Background: an optimization exercise with open tools, aiming at small area. Do not read the settings as production practice.
No functional check of the RTL was part of this run.

File: run.sh
#!/bin/bash
# synth_recipe.tcl (not shown) runs the flow's synth.tcl, then flattens the netlist and writes it again
# the make line also repeats each setting of config.mk as NAME=value (left out here)
make -C /OpenROAD-flow-scripts/flow DESIGN_CONFIG=/design/flow/config.mk WORK_HOME=/design/flow/orfs CLKGATE_MAP_FILE= SYNTH_SCRIPT=/design/flow/synth_recipe.tcl finish
File: config.mk
export PLATFORM = sky130hd
export DESIGN_NAME = mini_fir
export DESIGN_NICKNAME = mini_fir
export VERILOG_FILES = /design/flow/design.v
export SDC_FILE = /design/flow/constraint.sdc
export NUM_CORES = 4
export LEC_CHECK = 0
export CAP_MARGIN = 20
export CORE_MARGIN = 2
export CORE_UTILIZATION = 40
export SLEW_MARGIN = 20
File: constraint.sdc
create_clock -name core_clock -period 5.5 [get_ports {clk}]
set_input_delay 1.1000 -clock core_clock [delete_from_list [all_inputs] [get_ports {clk}]]
set_output_delay 1.1000 -clock core_clock [all_outputs]
set_load 0.01 [all_outputs]
File: design.v
module mini_fir_mac (
    input             clk,
    input             rst_n,
    input      [ 7:0] i_data,
    input      [ 7:0] i_coeff,
    input      [18:0] i_prev,
    output reg [18:0] o_next    
);
localparam MPY_BITS = 8+8;
localparam ACCU_BITS = MPY_BITS + 3;
wire [MPY_BITS-1:0] mult;
wire [ACCU_BITS-1:0] adder;
assign mult  = i_data * i_coeff;
assign adder = i_prev + {{(ACCU_BITS-MPY_BITS){1'b0}}, mult[MPY_BITS-1:0]};
always @(posedge clk or negedge rst_n) begin
    if(~rst_n) 
        o_next <= 'd0;
    else
        o_next <= adder;
end
endmodule
module mini_fir_dp (
    input        clk,
    input        rst_n,
    input  [7:0] i_coeff_00,
    input  [7:0] i_coeff_01,
    input  [7:0] i_coeff_02,
    input  [7:0] i_coeff_03,
    input  [7:0] i_coeff_04,
    input  [7:0] i_coeff_05,
    input  [7:0] i_coeff_06,
    input  [7:0] i_din,
    output reg [7:0] o_dout
);
wire [18:0] tmp_00;
wire [18:0] tmp_01;
wire [18:0] tmp_02;
wire [18:0] tmp_03;
wire [18:0] tmp_04;
wire [18:0] tmp_05;
wire [18:0] tmp_06;
mini_fir_mac u_mac_00 (.clk (clk), .rst_n (rst_n), .i_data ( i_din), .i_coeff(i_coeff_00), .i_prev( 19'd0), .o_next(tmp_00));
mini_fir_mac u_mac_01 (.clk (clk), .rst_n (rst_n), .i_data ( i_din), .i_coeff(i_coeff_01), .i_prev(tmp_00), .o_next(tmp_01));
mini_fir_mac u_mac_02 (.clk (clk), .rst_n (rst_n), .i_data ( i_din), .i_coeff(i_coeff_02), .i_prev(tmp_01), .o_next(tmp_02));
mini_fir_mac u_mac_03 (.clk (clk), .rst_n (rst_n), .i_data ( i_din), .i_coeff(i_coeff_03), .i_prev(tmp_02), .o_next(tmp_03));
mini_fir_mac u_mac_04 (.clk (clk), .rst_n (rst_n), .i_data ( i_din), .i_coeff(i_coeff_04), .i_prev(tmp_03), .o_next(tmp_04));
mini_fir_mac u_mac_05 (.clk (clk), .rst_n (rst_n), .i_data ( i_din), .i_coeff(i_coeff_05), .i_prev(tmp_04), .o_next(tmp_05));
mini_fir_mac u_mac_06 (.clk (clk), .rst_n (rst_n), .i_data ( i_din), .i_coeff(i_coeff_06), .i_prev(tmp_05), .o_next(tmp_06));
wire [10:0] shift_nbits = tmp_06>>8;
wire [7:0]  clip_out = (|shift_nbits[10:8]) ? 8'hff : shift_nbits[7:0];
always @(posedge clk or negedge rst_n) begin
    if(~rst_n) begin
        o_dout <= 'd0;
    end
    else begin
        o_dout <= clip_out;
    end
end
endmodule
module mini_fir_ctrl (    
    input        clk,
    input        rst_n,
    input  [3:0] i_addr,
    input  [7:0] i_data_wr,
    input        i_wr,
    input        i_rd,
    output     [7:0] o_data_rd,
    output reg [7:0] o_fir_ctrl,
    output reg [7:0] o_coeff_00,
    output reg [7:0] o_coeff_01,
    output reg [7:0] o_coeff_02,
    output reg [7:0] o_coeff_03,
    output reg [7:0] o_coeff_04,
    output reg [7:0] o_coeff_05,
    output reg [7:0] o_coeff_06
);
localparam COEFF_00_ID = 4'h0;
localparam COEFF_01_ID = 4'h1;
localparam COEFF_02_ID = 4'h2;
localparam COEFF_03_ID = 4'h3;
localparam COEFF_04_ID = 4'h4;
localparam COEFF_05_ID = 4'h5;
localparam COEFF_06_ID = 4'h6;
localparam FIR_CTRL_ID = 4'hf;
always @(posedge clk or negedge rst_n) begin
    if(~rst_n) begin        
        o_coeff_00 <= 8'h00;
        o_coeff_01 <= 8'h00;
        o_coeff_02 <= 8'h00;
        o_coeff_03 <= 8'h00;
        o_coeff_04 <= 8'h00;
        o_coeff_05 <= 8'h00;
        o_coeff_06 <= 8'h00;
        o_fir_ctrl <= 8'h00;
    end
    else if(i_wr) begin
        case(i_addr[3:0])            
            COEFF_00_ID: o_coeff_00 <= i_data_wr; 
            COEFF_01_ID: o_coeff_01 <= i_data_wr; 
            COEFF_02_ID: o_coeff_02 <= i_data_wr; 
            COEFF_03_ID: o_coeff_03 <= i_data_wr; 
            COEFF_04_ID: o_coeff_04 <= i_data_wr; 
            COEFF_05_ID: o_coeff_05 <= i_data_wr; 
            COEFF_06_ID: o_coeff_06 <= i_data_wr; 
            FIR_CTRL_ID: o_fir_ctrl <= i_data_wr; 
            default ;
        endcase
    end
end
reg [7:0] reg_out_mux;
always @* begin
    case(i_addr[3:0])            
        COEFF_00_ID: reg_out_mux = o_coeff_00; 
        COEFF_01_ID: reg_out_mux = o_coeff_01; 
        COEFF_02_ID: reg_out_mux = o_coeff_02; 
        COEFF_03_ID: reg_out_mux = o_coeff_03; 
        COEFF_04_ID: reg_out_mux = o_coeff_04; 
        COEFF_05_ID: reg_out_mux = o_coeff_05; 
        COEFF_06_ID: reg_out_mux = o_coeff_06; 
        FIR_CTRL_ID: reg_out_mux = o_fir_ctrl;    
            default: reg_out_mux = 8'd0;     
    endcase
end
assign o_data_rd = i_rd ? reg_out_mux : 8'd0;
endmodule
module mini_fir #(
    parameter NUM = 1
)(    
    input        clk,
    input        rst_n,
    input  [3:0] i_addr,
    input  [7:0] i_data_wr,
    input        i_wr,
    input        i_rd,
    output [7:0] o_data_rd,
    input  [7:0] i_din,
    output reg [7:0] o_dout
);
wire [7:0] fir_ctrl;
wire [7:0] coeff_00;
wire [7:0] coeff_01;
wire [7:0] coeff_02;
wire [7:0] coeff_03;
wire [7:0] coeff_04;
wire [7:0] coeff_05;
wire [7:0] coeff_06;
wire fir_enable;
assign fir_enable = fir_ctrl[0];
wire [8*(NUM+1)-1 :0] fir_temp;
genvar i;
mini_fir_ctrl u_fir_ctrl (    
    .clk         ( clk        ),
    .rst_n       ( rst_n      ),
    .i_addr      ( i_addr     ),
    .i_data_wr   ( i_data_wr  ),
    .i_wr        ( i_wr       ),
    .i_rd        ( i_rd       ),
    .o_data_rd   ( o_data_rd  ),
    .o_fir_ctrl  (   fir_ctrl ),
    .o_coeff_00  (   coeff_00 ),
    .o_coeff_01  (   coeff_01 ),
    .o_coeff_02  (   coeff_02 ),
    .o_coeff_03  (   coeff_03 ),
    .o_coeff_04  (   coeff_04 ),
    .o_coeff_05  (   coeff_05 ),
    .o_coeff_06  (   coeff_06 )
);
assign fir_temp[7:0] = i_din;
generate
for(i=0; i< NUM; i=i+1) begin: loop_fir_dp
    mini_fir_dp u_fir_dp(
        .clk         ( clk        ),
        .rst_n       ( rst_n      ),
        .i_coeff_00  (   coeff_00 ),
        .i_coeff_01  (   coeff_01 ),
        .i_coeff_02  (   coeff_02 ),
        .i_coeff_03  (   coeff_03 ),
        .i_coeff_04  (   coeff_04 ),
        .i_coeff_05  (   coeff_05 ),
        .i_coeff_06  (   coeff_06 ),
        .i_din       ( fir_temp[    i*8+:8] ),
        .o_dout      ( fir_temp[(i+1)*8+:8] )
    );
    end
endgenerate
always @(posedge clk or negedge rst_n) begin
    if(~rst_n) begin
        o_dout <= 'd0;
    end
    else if(fir_enable) begin
        o_dout <= fir_temp[8*NUM+:8];
    end
    else begin
        o_dout <= i_din;
    end
end
endmodule
==> metrics.md <==
| Metric | Value |
|---|---|
| H-Tree Depth | 4 |
| Post-Syn Nets | 3,185 |
| Core Area | 60,130 um2 |
| RSZ-0062 raised after global routing | false |
| Non-Filler Instances | 3,475 |
| Worst-path clk slew | 80 ps |
| Vias | 16,932 |
| Async SR Flop Fraction | 100.0% |
| Max FO, Critical Path | 14 |
| Starting Density | 40.37% |
| Hold Fails Final Rpt | 0 |
| Setup crit start kind | input port |
| Rel. slew slack | 24.12% |
| Num rows | 90 |
| Slew @ Worst Pin | 1138 ps |
| Met2 routed WL | 26,120 um |
| Layout cells sized above 1 | 11.08% |
| CTS Buffer Depth | 2 |
| Die ar. | 62,680 um2 |
| Critical Setup Path Class | input port to flop |
| Dpl hpwl | 44,940 um |
| Final Critical Period | 5310 ps |
| Sequential share of the synthesized area | 20.51% |
| I/O Buffers | 39 |
| Die Ht | 250.4 um |
| WL met1 | 26,660 um |
| Nets | 3,309 |
| Main synth FF type | dfrtp_1 |
| Final ANT Viol Nets | 0 |
| Mux cell area share after synthesis | 3.989% |
| First-pass GRT wire length | 95,720 um |
| Commonest non-fill, non-tap cell in the layout | inv_1 |
| EDFF count, synth | 0 |
| Fin Setup TNS | 0 ps |
| Final Routed Wirelength | 55,970 um |
| Worst r2r src | u_fir_ctrl.o_coeff_05[2] |
| Post-synth cell types | 64 |
| Critical path arrival | 5690 ps |
| Antenna violations before repair | 1 |
| Final period utilization | 96.55% |
| Commonest non-fill, non-tap cells in the layout | 636 x inv_1, 336 x fa_1, 272 x ha_1 |
| GRT Resource Usage Total | 19.36% |
| Via density | 4.873 |
| Critical Path RT | 5880 ps |
| DR WL met3 | 2137 um |
| CTS buffer count | 17 |
| Hold Crit Start | loop_fir_dp[0].u_fir_dp.u_mac_06.o_next[11] |
| Main combinational cell family by area after synthesis | adder cells |
| Synth-to-Final Area Change | 12.11% |
| Io pins | 40 |
| Setup ws final | 189.8 ps |
| Post-Synth XOR/XNOR Area | 2.922% |
| Setup WS pre-CTS | -238.9 ps |
| Max Cap Viol | 0 |
| Synthesized area per cell | 9.509 um2 |
| Routability cong. | 0.8464 |
| Iteration-0 DRC Markers | 854 |
| Synthesized area | 24,280 um2 |
| Post-Place Cells | 3,440 |
| Synth Area in Simple Gates | 13.10% |
| Clock skew | 12.67 ps |
| First drt pass iteration count | 7 |
| CP Capture Type | flop |
| Sink Count | 199 |
| Number of global-route vias before repair | 18,490 |
| Die width | 250.4 um |
| Worst-Skew Late Latency | 500 ps |
| DRC | 0 |
| Synth Warn # | 4 |
| Top Metal Used | met4 |
| Setup crit start | i_din[3] |
| Compound-Gate Fraction of Synth Area | 6.226% |
| Status | finished clean |
| Wire per inst | 16.11 um |
| F_max | 188.3 MHz |
| Yosys reg bits | 199 |
| Worst min path class | flop to flop |
| TritonCTS clock tree | yes |
| Synth Area in Adders | 41.73% |
| Final Max Tran Viols | 0 |
| Largest net degree at the start of global routing | 171 |
| Total grt overflow | 0 |
| Final setup fails | 0 |
| Synth Instances | 2,553 |
| Root buffer cell | clkbuf_16 |
==> final cells by class <==
type,count,area [um2]
repair buffers,211,1787
multi-input cells,1612,16500
inverters,636,2387
clock inverters,13,136.4
well taps,782,978.4
fillers,5751,32920
flip-flops and latches,199,4980
diodes,3,7.507
clock buffers,19,442.9
==> critical path, cell delays in order <==
cell,delay [ps]
buf_2,410
buf_12,220
buf_12,120
and2_1,150
fa_1,460
fa_1,460
fa_1,490
inv_1,50
fa_1,510
inv_1,50
ha_1,290
and2_1,180
a221oi_1,360
a31oi_1,170
a21o_1,210
a21oi_1,160
xor2_1,280
==> state kept, by name, summed over array words and instances, names as in the netlist <==
register and cells:
o_dout 8, loop_fir_dp.u_fir_dp.u_mac_06.o_next 11, loop_fir_dp.u_fir_dp.u_mac_04.o_next 19, u_fir_ctrl.o_coeff_00 8, u_fir_ctrl.o_coeff_02 8, loop_fir_dp.u_fir_dp.u_mac_00.o_next 16
loop_fir_dp.u_fir_dp.u_mac_02.o_next 18, u_fir_ctrl.o_coeff_05 8, u_fir_ctrl.o_coeff_03 8, u_fir_ctrl.o_coeff_06 8, u_fir_ctrl.o_fir_ctrl 8, loop_fir_dp.u_fir_dp.o_dout 8
loop_fir_dp.u_fir_dp.u_mac_05.o_next 19, u_fir_ctrl.o_coeff_01 8, loop_fir_dp.u_fir_dp.u_mac_01.o_next 17, loop_fir_dp.u_fir_dp.u_mac_03.o_next 19, u_fir_ctrl.o_coeff_04 8
==> metrics by stage <==
| stage | cell area, um2 | utilization [%] | hold WS [ps] |
|---|---|---|---|
| after CTS | 27200 | 45.24 | 432.3 |
| after global placement | 26620 | 44.27 | 410.2 |
| after global routing | 27210 | 45.25 | 452.1 |
| final | 27220 | 45.26 | 430.1 |
| after floorplan | 24280 | - | 408.4 |
| after detailed placement | 26630 | 44.28 | 414.8 |
==> synthesized netlist by cell type (4+ instances only) <==
cell | instances | area, um2
a211oi_1 | 8 | 60.06
a21o_1 | 18 | 135.1
a21oi_1 | 69 | 345.3
a221oi_1 | 4 | 35.03
a22oi_1 | 7 | 52.55
a31oi_1 | 4 | 25.02
and2_1 | 263 | 1645
and3_1 | 9 | 56.30
buf_2 | 4 | 20.02
clkbuf_1 | 97 | 364.1
dfrtp_1 | 199 | 4980
fa_1 | 336 | 6726
ha_1 | 272 | 3403
inv_1 | 636 | 2387
mux2_2 | 74 | 833.3
mux2i_1 | 9 | 90.09
nand2_1 | 210 | 788.3
nand2b_1 | 17 | 106.4
nand3_1 | 17 | 85.08
nor2_1 | 45 | 168.9
nor2b_1 | 16 | 100.1
nor3_1 | 9 | 45.04
o211ai_1 | 6 | 45.04
o21a_1 | 26 | 195.2
o21ai_0 | 30 | 150.1
o21ai_1 | 10 | 50.05
o21bai_1 | 9 | 67.56
o31a_1 | 6 | 52.55
o31ai_1 | 4 | 30.03
or3_1 | 6 | 37.54
xnor2_1 | 64 | 560.5
xor2_1 | 17 | 148.9
==> path summary, 6_finish.rpt <==
kind / to / slack (ps) / cells after the start
max: loop_fir_dp[0].u_fir_dp.u_mac_01.o_next[16] / 190 / 17
min: loop_fir_dp[0].u_fir_dp.o_dout[3] / 430 / 1
max reg2reg: loop_fir_dp[0].u_fir_dp.u_mac_05.o_next[18] / 820 / 17
min reg2reg: loop_fir_dp[0].u_fir_dp.o_dout[3] / 430 / 1
max in group asynchronous: loop_fir_dp[0].u_fir_dp.u_mac_04.o_next[12] / 3700 / 2
min in group asynchronous: loop_fir_dp[0].u_fir_dp.u_mac_01.o_next[13] / 460 / 1
==> what timing repair did <==
action / 4_1_cts / 5_1_grt
endpoints found under the setup margin: 0 / 1
gates resized for setup: 0 / 2
hold buffers: 0 / 0
setup buffers: 0 / 0
==> kinds of logic after synthesis <==
group,after synthesis
DFF,199
adders and majority gates,608
and+or+nand+nor,609
buffers and inverters,742
xor gates and xnor gates,81
AOI/OAI and AO/OA,229
muxes,85
==> metal layers <==
metal	track usage, %	up-vias
li1	-	7984
met1	26.84	8598
met2	31.71	302
met3	2.941	48
met4	5.133	0
met5	0	-

## what the ideal ports hide
No port has a modelled driver above. Below, the same layout with a new extraction and two added sets of constraints. Step 1, drivers: a clkbuf_16 drives clk and a buf_2 each remaining input, both assumed. Step 2 moves the port delays by t, midway between the first and last clock arrival at a register: inputs arrive t later, outputs are due t later. That takes back most of the time a late clock gives input paths. Three values: ideal ports, drivers, drivers and shift; two values: the first two.
t, ns: 0.544
setup slack, ns: 0.190 / 0.210 / -0.335
worst setup path after step 2: input to register
latest minus earliest clock arrival (ns): 0.013 / 0.013
worst data-port slew with drivers (ns): 0.11
With both steps, setup timing fails in this run, where it was met with ideal ports. For this run, drivers alone change the setup slack by +0.020 ns; drivers and shift together by -0.525 ns.
